From an optimization exercise on the open Yosys and OpenROAD flow, aimed at small area; shortcuts taken in it are not production practice. Only simulation tests tie the RTL to the original design; equivalence was not proved.

==> run a: inputs <==
## vga_renderer
module vga_renderer (
    input  wire        clk,
    input  wire        reset,
    input  wire [1:0]  edit_row,
    input  wire [1:0]  edit_col,
    input  wire        cell_locked,
    input  wire        sw0,
    input  wire        sw1,
    input  wire [63:0] matrix_a,
    input  wire [15:0] vector_v,
    input  wire        fsm_done,
    input  wire [7:0]  iteration_count,
    input  wire [15:0] v_old,
    input  wire [15:0] v_new,
    output wire        vga_hsync,
    output wire        vga_vsync,
    output wire [3:0]  vga_red,
    output wire [3:0]  vga_green,
    output wire [3:0]  vga_blue
);
clock: 20.0 ns
lec_check: 0
cap_margin: 20
core_margin: 2
core_utilization: 40
slew_margin: 20
run.sh (not shown) runs the stock make flow with config.mk's settings and CLKGATE_MAP_FILE= SYNTH_SCRIPT=/design/flow/synth_recipe.tcl, a recipe that flattens the netlist after the stock synthesis.
==> inputs of run b, as changes to run a <==
--- a/flow/design.v
+++ b/flow/design.v
@@ -220,36 +220,33 @@
     wire cur_fill = state_edit & ~dbg &
                     (sw1 ? (vec_y & inr(h, (20) + 144, (120) + 144)) : (mat_y & mat_x));
     wire cur_edge = vec_edge_y | mat_edge_y | (upper ? vec_edge_x : mat_edge_x);
     wire cur_green  = cur_fill & cell_locked;
     wire cur_yellow = cur_fill & ~cell_locked & cursor_blink;
     wire cur_orange = cur_fill & ~cell_locked & ~cursor_blink & cur_edge;
     wire cur_any    = cur_green | cur_yellow | cur_orange;
-    wire [3:0] bl0 = v_old[3:0],   bl1 = v_old[7:4],  bl2 = v_old[11:8],  bl3 = v_old[15:12];
-    wire [3:0] br0 = v_new[3:0],   br1 = v_new[7:4],  br2 = v_new[11:8],  br3 = v_new[15:12];
     wire xl0 = inr(h, (185) + 144, (230) + 144), xl1 = inr(h, (240) + 144, (285) + 144), xl2 = inr(h, (295) + 144, (340) + 144), xl3 = inr(h, (350) + 144, (390) + 144);
     wire xr0 = inr(h, (415) + 144, (460) + 144), xr1 = inr(h, (470) + 144, (515) + 144), xr2 = inr(h, (525) + 144, (570) + 144), xr3 = inr(h, (580) + 144, (620) + 144);
     wire bar_left = xl0 | xl1 | xl2 | xl3;
     wire bar_right = xr0 | xr1 | xr2 | xr3;
-    wire [3:0] bar_val = ({4{xl0}} & bl0) | ({4{xl1}} & bl1) | ({4{xl2}} & bl2) | ({4{xl3}} & bl3) |
-                         ({4{xr0}} & br0) | ({4{xr1}} & br1) | ({4{xr2}} & br2) | ({4{xr3}} & br3);
+    wire bar_y = inr(v, (55) + 35, (205) + 35);
     wire [15:0] bar_t;
     genvar gj;
     generate
         for (gj = 0; gj < 15; gj = gj + 1) begin : g_bar_t
             assign bar_t[gj] = (v >= 90 + 10 * gj);
         end
     endgenerate
     assign bar_t[15] = 1'b0;
-    wire bar_on = bar_t[~bar_val] & inr(v, (55) + 35, (205) + 35);
+    wire bar_on;       
     wire bar_cyan  = bar_on & bar_left;
     wire bar_green = bar_on & bar_right;
     wire chart = inr(h, (160) + 144, (620) + 144) & inr(v, (30) + 35, (220) + 35);
     wire chart_line = chart & (inr(h, (160) + 144, (162) + 144) | inr(h, (618) + 144, (620) + 144) | inr(v, (30) + 35, (32) + 35) | inr(v, (218) + 35, (220) + 35) |
-                               inr(h, (389) + 144, (391) + 144) | inr(v, (205) + 35, (207) + 35)) & ~(bar_on & (bar_left | bar_right));
+                               inr(h, (389) + 144, (391) + 144) | inr(v, (205) + 35, (207) + 35)) & ~bar_on;
     wire vec_br = inr(v, (30) + 35, (210) + 35) & ((inr(h, (20) + 144, (28) + 144) & (inr(v, (30) + 35, (34) + 35) | inr(v, (206) + 35, (210) + 35) | inr(h, (20) + 144, (23) + 144))) |
                                  (inr(h, (112) + 144, (120) + 144) & (inr(v, (30) + 35, (34) + 35) | inr(v, (206) + 35, (210) + 35) | inr(h, (117) + 144, (120) + 144))));
     wire mat_br_y = inr(v, (270) + 35, (274) + 35) | inr(v, (434) + 35, (438) + 35);
     wire mat_br = (inr(h, (10) + 144, (20) + 144) & inr(v, (270) + 35, (438) + 35) & (mat_br_y | inr(h, (10) + 144, (13) + 144))) |
                   (inr(h, (188) + 144, (190) + 144) & mat_br_y);
     wire vn_area = inr(h, (220) + 144, (540) + 144) & inr(v, (320) + 35, (390) + 35);
     wire vn_br_y = inr(v, (320) + 35, (325) + 35) | inr(v, (385) + 35, (390) + 35);
@@ -310,24 +307,35 @@
         end
     end
     wire [3:0] dx = h[3:0] - offx;
     wire [3:0] dy = v[3:0] - offy;
     wire       scale2 = ~row_mat;
     wire [2:0] gx = scale2 ? dx[3:1] : dx[2:0];
     wire [2:0] gy = scale2 ? dy[3:1] : dy[2:0];
-    reg  [3:0] dval;
+    wire hleft  = (h < 150 + 144);      
+    wire hright = (h >= 400 + 144);     
+    wire sel_v  = row_vec & hleft;
+    wire sel_o  = bar_y & ~hleft & ~hright;
+    wire sel_n  = row_vn | (bar_y & ~hleft & hright);
+    wire [3:0] sel_a = {4{row_mat}} & (4'b0001 << row_idx);
+    wire [15:0] cand = ({16{sel_a[0]}} & matrix_a[15:0])  | ({16{sel_a[1]}} & matrix_a[31:16]) |
+                       ({16{sel_a[2]}} & matrix_a[47:32]) | ({16{sel_a[3]}} & matrix_a[63:48]) |
+                       ({16{sel_v}} & vector_v) | ({16{sel_o}} & v_old) | ({16{sel_n}} & v_new);
+    reg [1:0] vsel;
     always @(*)
     begin
-        if (row_vec)
-            dval = vector_v[4*row_idx +: 4];
-        else if (row_mat)
-            dval = matrix_a[16*row_idx + 4*col_idx +: 4];
+        if (row_mat | row_vn)
+            vsel = col_idx;
+        else if (hleft)
+            vsel = row_idx;
         else
-            dval = v_new[4*col_idx +: 4];
+            vsel = {xl2 | xl3 | xr2 | xr3, xl1 | xl3 | xr1 | xr3};
     end
+    wire [3:0] dval = cand[4*vsel +: 4];
+    assign bar_on = bar_t[~dval] & bar_y & (bar_left | bar_right);
     wire [4:0] frow = font_row(col_tens, dval, gy);
     wire       fbit = frow[3'd4 - gx];
     wire       digit_on = col_on & fbit;
     wire vec_dig = digit_on & row_vec & ~cur_any;        
     wire mat_dig = digit_on & row_mat & ~cur_any;        
     wire vn_dig  = digit_on & row_vn;                    
     wire [3:0] it_tens = iteration_count / 8'd10;
==> flow/flow/run.sh (new file) <==
#!/bin/bash
# Standard ORFS layout with these changes, all aimed at cell area:
#  - synthesis maps the logic with an area-oriented ABC script
#    (flow/abc_area.script) instead of ORFS's speed script; everything before
#    ABC (so every register, its name and cell) is the standard synthesis's;
#  - no pass-through buffers in synthesis (SYNTH_INSBUF=0): the ports get
#    their buffers from buffer_ports, as in the standard flow, here buf_1;
#  - clock tree of clkbuf_8 without dummy loads.
# make's output (every tool's) goes to orfs_flow.log here; ORFS also keeps
# each step's log under orfs/logs.
set -euo pipefail
W=$(pwd)
S=$FLOW_HOME/scripts
# synth.tcl with only its ABC call changed to use our script
sed 's|log_cmd abc {\*}$abc_args|log_cmd abc -script '"$W"'/flow/abc_area.script {*}[lrange $abc_args 2 end]|' \
    $S/synth.tcl > $W/own_synth_core.tcl
grep -q "flow/abc_area.script" $W/own_synth_core.tcl
# The standard flow's synthesis script, sourcing that copy
sed 's|source $::env(SCRIPTS_DIR)/synth.tcl|source '"$W"'/own_synth_core.tcl|' \
    $W/synth_recipe.tcl > $W/own_synth.tcl
grep -q "own_synth_core.tcl" $W/own_synth.tcl
bash $W/standard.sh SYNTH_SCRIPT=$W/own_synth.tcl "BUFFER_PORTS_ARGS=-buffer_cell sky130_fd_sc_hd__buf_1" SYNTH_INSBUF=0 "CTS_ARGS=-sink_clustering_enable -repair_clock_nets -buf_list sky130_fd_sc_hd__clkbuf_8 -dont_use_dummy_load" finish > $W/orfs_flow.log 2>&1
==> flow/flow/abc_area.script (new file) <==
strash
&get -n
&st
&deepsyn -T 120
&put
dch -f
amap -F 200 -A 50 -m
topo
==> flow/standard.sh (new file) <==
#!/bin/bash
# synth_recipe.tcl (not shown) runs the flow's synth.tcl, then flattens the netlist and writes it again
# the make line also repeats each setting of config.mk as NAME=value (left out here)
make -C /OpenROAD-flow-scripts/flow DESIGN_CONFIG=/design/flow/config.mk WORK_HOME=/design/flow/orfs CLKGATE_MAP_FILE= SYNTH_SCRIPT=/design/flow/synth_recipe.tcl "${@:-finish}"
==> flow/config.mk (replaced) <==
export PLATFORM = sky130hd
export DESIGN_NAME = vga_renderer
export DESIGN_NICKNAME = vga_renderer
export VERILOG_FILES = /design/flow/design.v
export SDC_FILE = /design/flow/constraint.sdc
export NUM_CORES = 4
export LEC_CHECK = 0
export CAP_MARGIN = 10
export CORE_MARGIN = 2
export CORE_UTILIZATION = 50
export CTS_BUF_LIST = sky130_fd_sc_hd__clkbuf_8
export GPL_TIMING_DRIVEN = 0
export SLEW_MARGIN = 10
removed: flow/run.sh
==> inputs of run c, as changes to run a <==
--- a/flow/design.v
+++ b/flow/design.v
@@ -220,36 +220,33 @@
     wire cur_fill = state_edit & ~dbg &
                     (sw1 ? (vec_y & inr(h, (20) + 144, (120) + 144)) : (mat_y & mat_x));
     wire cur_edge = vec_edge_y | mat_edge_y | (upper ? vec_edge_x : mat_edge_x);
     wire cur_green  = cur_fill & cell_locked;
     wire cur_yellow = cur_fill & ~cell_locked & cursor_blink;
     wire cur_orange = cur_fill & ~cell_locked & ~cursor_blink & cur_edge;
     wire cur_any    = cur_green | cur_yellow | cur_orange;
-    wire [3:0] bl0 = v_old[3:0],   bl1 = v_old[7:4],  bl2 = v_old[11:8],  bl3 = v_old[15:12];
-    wire [3:0] br0 = v_new[3:0],   br1 = v_new[7:4],  br2 = v_new[11:8],  br3 = v_new[15:12];
     wire xl0 = inr(h, (185) + 144, (230) + 144), xl1 = inr(h, (240) + 144, (285) + 144), xl2 = inr(h, (295) + 144, (340) + 144), xl3 = inr(h, (350) + 144, (390) + 144);
     wire xr0 = inr(h, (415) + 144, (460) + 144), xr1 = inr(h, (470) + 144, (515) + 144), xr2 = inr(h, (525) + 144, (570) + 144), xr3 = inr(h, (580) + 144, (620) + 144);
     wire bar_left = xl0 | xl1 | xl2 | xl3;
     wire bar_right = xr0 | xr1 | xr2 | xr3;
-    wire [3:0] bar_val = ({4{xl0}} & bl0) | ({4{xl1}} & bl1) | ({4{xl2}} & bl2) | ({4{xl3}} & bl3) |
-                         ({4{xr0}} & br0) | ({4{xr1}} & br1) | ({4{xr2}} & br2) | ({4{xr3}} & br3);
+    wire bar_y = inr(v, (55) + 35, (205) + 35);
     wire [15:0] bar_t;
     genvar gj;
     generate
         for (gj = 0; gj < 15; gj = gj + 1) begin : g_bar_t
             assign bar_t[gj] = (v >= 90 + 10 * gj);
         end
     endgenerate
     assign bar_t[15] = 1'b0;
-    wire bar_on = bar_t[~bar_val] & inr(v, (55) + 35, (205) + 35);
+    wire bar_on;       
     wire bar_cyan  = bar_on & bar_left;
     wire bar_green = bar_on & bar_right;
     wire chart = inr(h, (160) + 144, (620) + 144) & inr(v, (30) + 35, (220) + 35);
     wire chart_line = chart & (inr(h, (160) + 144, (162) + 144) | inr(h, (618) + 144, (620) + 144) | inr(v, (30) + 35, (32) + 35) | inr(v, (218) + 35, (220) + 35) |
-                               inr(h, (389) + 144, (391) + 144) | inr(v, (205) + 35, (207) + 35)) & ~(bar_on & (bar_left | bar_right));
+                               inr(h, (389) + 144, (391) + 144) | inr(v, (205) + 35, (207) + 35)) & ~bar_on;
     wire vec_br = inr(v, (30) + 35, (210) + 35) & ((inr(h, (20) + 144, (28) + 144) & (inr(v, (30) + 35, (34) + 35) | inr(v, (206) + 35, (210) + 35) | inr(h, (20) + 144, (23) + 144))) |
                                  (inr(h, (112) + 144, (120) + 144) & (inr(v, (30) + 35, (34) + 35) | inr(v, (206) + 35, (210) + 35) | inr(h, (117) + 144, (120) + 144))));
     wire mat_br_y = inr(v, (270) + 35, (274) + 35) | inr(v, (434) + 35, (438) + 35);
     wire mat_br = (inr(h, (10) + 144, (20) + 144) & inr(v, (270) + 35, (438) + 35) & (mat_br_y | inr(h, (10) + 144, (13) + 144))) |
                   (inr(h, (188) + 144, (190) + 144) & mat_br_y);
     wire vn_area = inr(h, (220) + 144, (540) + 144) & inr(v, (320) + 35, (390) + 35);
     wire vn_br_y = inr(v, (320) + 35, (325) + 35) | inr(v, (385) + 35, (390) + 35);
@@ -310,24 +307,35 @@
         end
     end
     wire [3:0] dx = h[3:0] - offx;
     wire [3:0] dy = v[3:0] - offy;
     wire       scale2 = ~row_mat;
     wire [2:0] gx = scale2 ? dx[3:1] : dx[2:0];
     wire [2:0] gy = scale2 ? dy[3:1] : dy[2:0];
-    reg  [3:0] dval;
+    wire hleft  = (h < 150 + 144);      
+    wire hright = (h >= 400 + 144);     
+    wire sel_v  = row_vec & hleft;
+    wire sel_o  = bar_y & ~hleft & ~hright;
+    wire sel_n  = row_vn | (bar_y & ~hleft & hright);
+    wire [3:0] sel_a = {4{row_mat}} & (4'b0001 << row_idx);
+    wire [15:0] cand = ({16{sel_a[0]}} & matrix_a[15:0])  | ({16{sel_a[1]}} & matrix_a[31:16]) |
+                       ({16{sel_a[2]}} & matrix_a[47:32]) | ({16{sel_a[3]}} & matrix_a[63:48]) |
+                       ({16{sel_v}} & vector_v) | ({16{sel_o}} & v_old) | ({16{sel_n}} & v_new);
+    reg [1:0] vsel;
     always @(*)
     begin
-        if (row_vec)
-            dval = vector_v[4*row_idx +: 4];
-        else if (row_mat)
-            dval = matrix_a[16*row_idx + 4*col_idx +: 4];
+        if (row_mat | row_vn)
+            vsel = col_idx;
+        else if (hleft)
+            vsel = row_idx;
         else
-            dval = v_new[4*col_idx +: 4];
+            vsel = {xl2 | xl3 | xr2 | xr3, xl1 | xl3 | xr1 | xr3};
     end
+    wire [3:0] dval = cand[4*vsel +: 4];
+    assign bar_on = bar_t[~dval] & bar_y & (bar_left | bar_right);
     wire [4:0] frow = font_row(col_tens, dval, gy);
     wire       fbit = frow[3'd4 - gx];
     wire       digit_on = col_on & fbit;
     wire vec_dig = digit_on & row_vec & ~cur_any;        
     wire mat_dig = digit_on & row_mat & ~cur_any;        
     wire vn_dig  = digit_on & row_vn;                    
     wire [3:0] it_tens = iteration_count / 8'd10;
==> flow/flow/run.sh (new file) <==
#!/bin/bash
# Standard ORFS layout, except that synthesis maps the logic with an
# area-oriented ABC script (flow/abc_area.script) instead of ORFS's speed
# script. Everything before ABC (and so every register, its name and cell)
# is the standard synthesis's. Each tool's output goes to a log file here.
set -euo pipefail
W=$(pwd)
S=$FLOW_HOME/scripts
# synth.tcl with only its ABC call changed to use our script
sed 's|log_cmd abc {\*}$abc_args|log_cmd abc -script '"$W"'/flow/abc_area.script {*}[lrange $abc_args 2 end]|' \
    $S/synth.tcl > $W/own_synth_core.tcl
grep -q "flow/abc_area.script" $W/own_synth_core.tcl
# The standard flow's synthesis script, sourcing that copy
sed 's|source $::env(SCRIPTS_DIR)/synth.tcl|source '"$W"'/own_synth_core.tcl|' \
    $W/synth_recipe.tcl > $W/own_synth.tcl
grep -q "own_synth_core.tcl" $W/own_synth.tcl
bash $W/standard.sh SYNTH_SCRIPT=$W/own_synth.tcl "BUFFER_PORTS_ARGS=-buffer_cell sky130_fd_sc_hd__buf_1" finish > $W/orfs_flow.log 2>&1
==> flow/flow/abc_area.script (new file) <==
strash
&get -n
&st
&deepsyn -T 120
&put
dch -f
amap -F 200 -A 50 -m
topo
==> flow/standard.sh (new file) <==
#!/bin/bash
# synth_recipe.tcl (not shown) runs the flow's synth.tcl, then flattens the netlist and writes it again
# the make line also repeats each setting of config.mk as NAME=value (left out here)
make -C /OpenROAD-flow-scripts/flow DESIGN_CONFIG=/design/flow/config.mk WORK_HOME=/design/flow/orfs CLKGATE_MAP_FILE= SYNTH_SCRIPT=/design/flow/synth_recipe.tcl "${@:-finish}"
==> flow/config.mk (replaced) <==
export PLATFORM = sky130hd
export DESIGN_NAME = vga_renderer
export DESIGN_NICKNAME = vga_renderer
export VERILOG_FILES = /design/flow/design.v
export SDC_FILE = /design/flow/constraint.sdc
export NUM_CORES = 4
export LEC_CHECK = 0
export CAP_MARGIN = 20
export CORE_MARGIN = 2
export CORE_UTILIZATION = 45
export SLEW_MARGIN = 20
removed: flow/run.sh
==> comparison table <==
Result of the run: run b finished clean; run c finished clean; run a finished clean
Wire length of the first global-routing pass: run b 48,700 um; run c 50,000 um; run a 69,200 um
Floorplan die height: run b 117 um; run c 123 um; run a 156 um
Via count of the first global-routing pass: run b 8,881; run c 8,832; run a 11,200
Detailed placer's ending HPWL: run b 26,100 um; run c 26,900 um; run a 35,400 um
CP peak stage delay: run b 850 ps; run c 470 ps; run a 680 ps
Reg2Reg Setup Slack: run b 9780 ps; run c 11,130 ps; run a 12,600 ps
Non-clock inverters: run b 167; run c 167; run a 38
Critical-path top delay cell: run b sky130_fd_sc_hd__dfxtp_1; run c sky130_fd_sc_hd__a221oi_1; run a sky130_fd_sc_hd__clkdlybuf4s50_1
Setup skew after layout: run b 18.1 ps; run c 5.12 ps; run a 6.45 ps
Largest fanout on the critical path: run b 16; run c 5; run a 11
Source of the critical timing path: run b vga_counter.vCount[6]; run c iteration_count[6]; run a iteration_count[5]
Hold wc startpoint: run b vga_counter.blink_hi[3]; run c vga_counter.blink_hi[8]; run a vga_counter.blink_hi[5]

## port drivers added, routing unchanged
How much do the figures lean on ideal ports? The routed layouts below were timed once more, with nothing changed but the port constraints. Step 1 sets driving cells, clkbuf_16 on the clock port and buf_2 on the other inputs (assumed; they add their load-dependent delay and slew). Step 2 also shifts input and output timing later by t, the mid clock arrival at the registers, as if the neighbouring blocks saw the same clock. Slacks: ideal / step 1 / step 2; pairs: ideal / step 1.
run | shift t [ns] | setup WS [ns] | worst hold slack (ns)
run a | 0.352 | 11.448 / 11.463 / 11.110 | 0.484 / 0.484 / 0.484
run b | 0.345 | 9.784 / 9.784 / 9.784 | 0.479 / 0.479 / 0.479
run c | 0.330 | 10.858 / 10.875 / 10.546 | 0.460 / 0.460 / 0.460
After both steps setup and hold are still met in every run listed. The setup slack of run a, which loses most, moves by +0.015 ns with the drivers and by -0.338 ns with both steps.
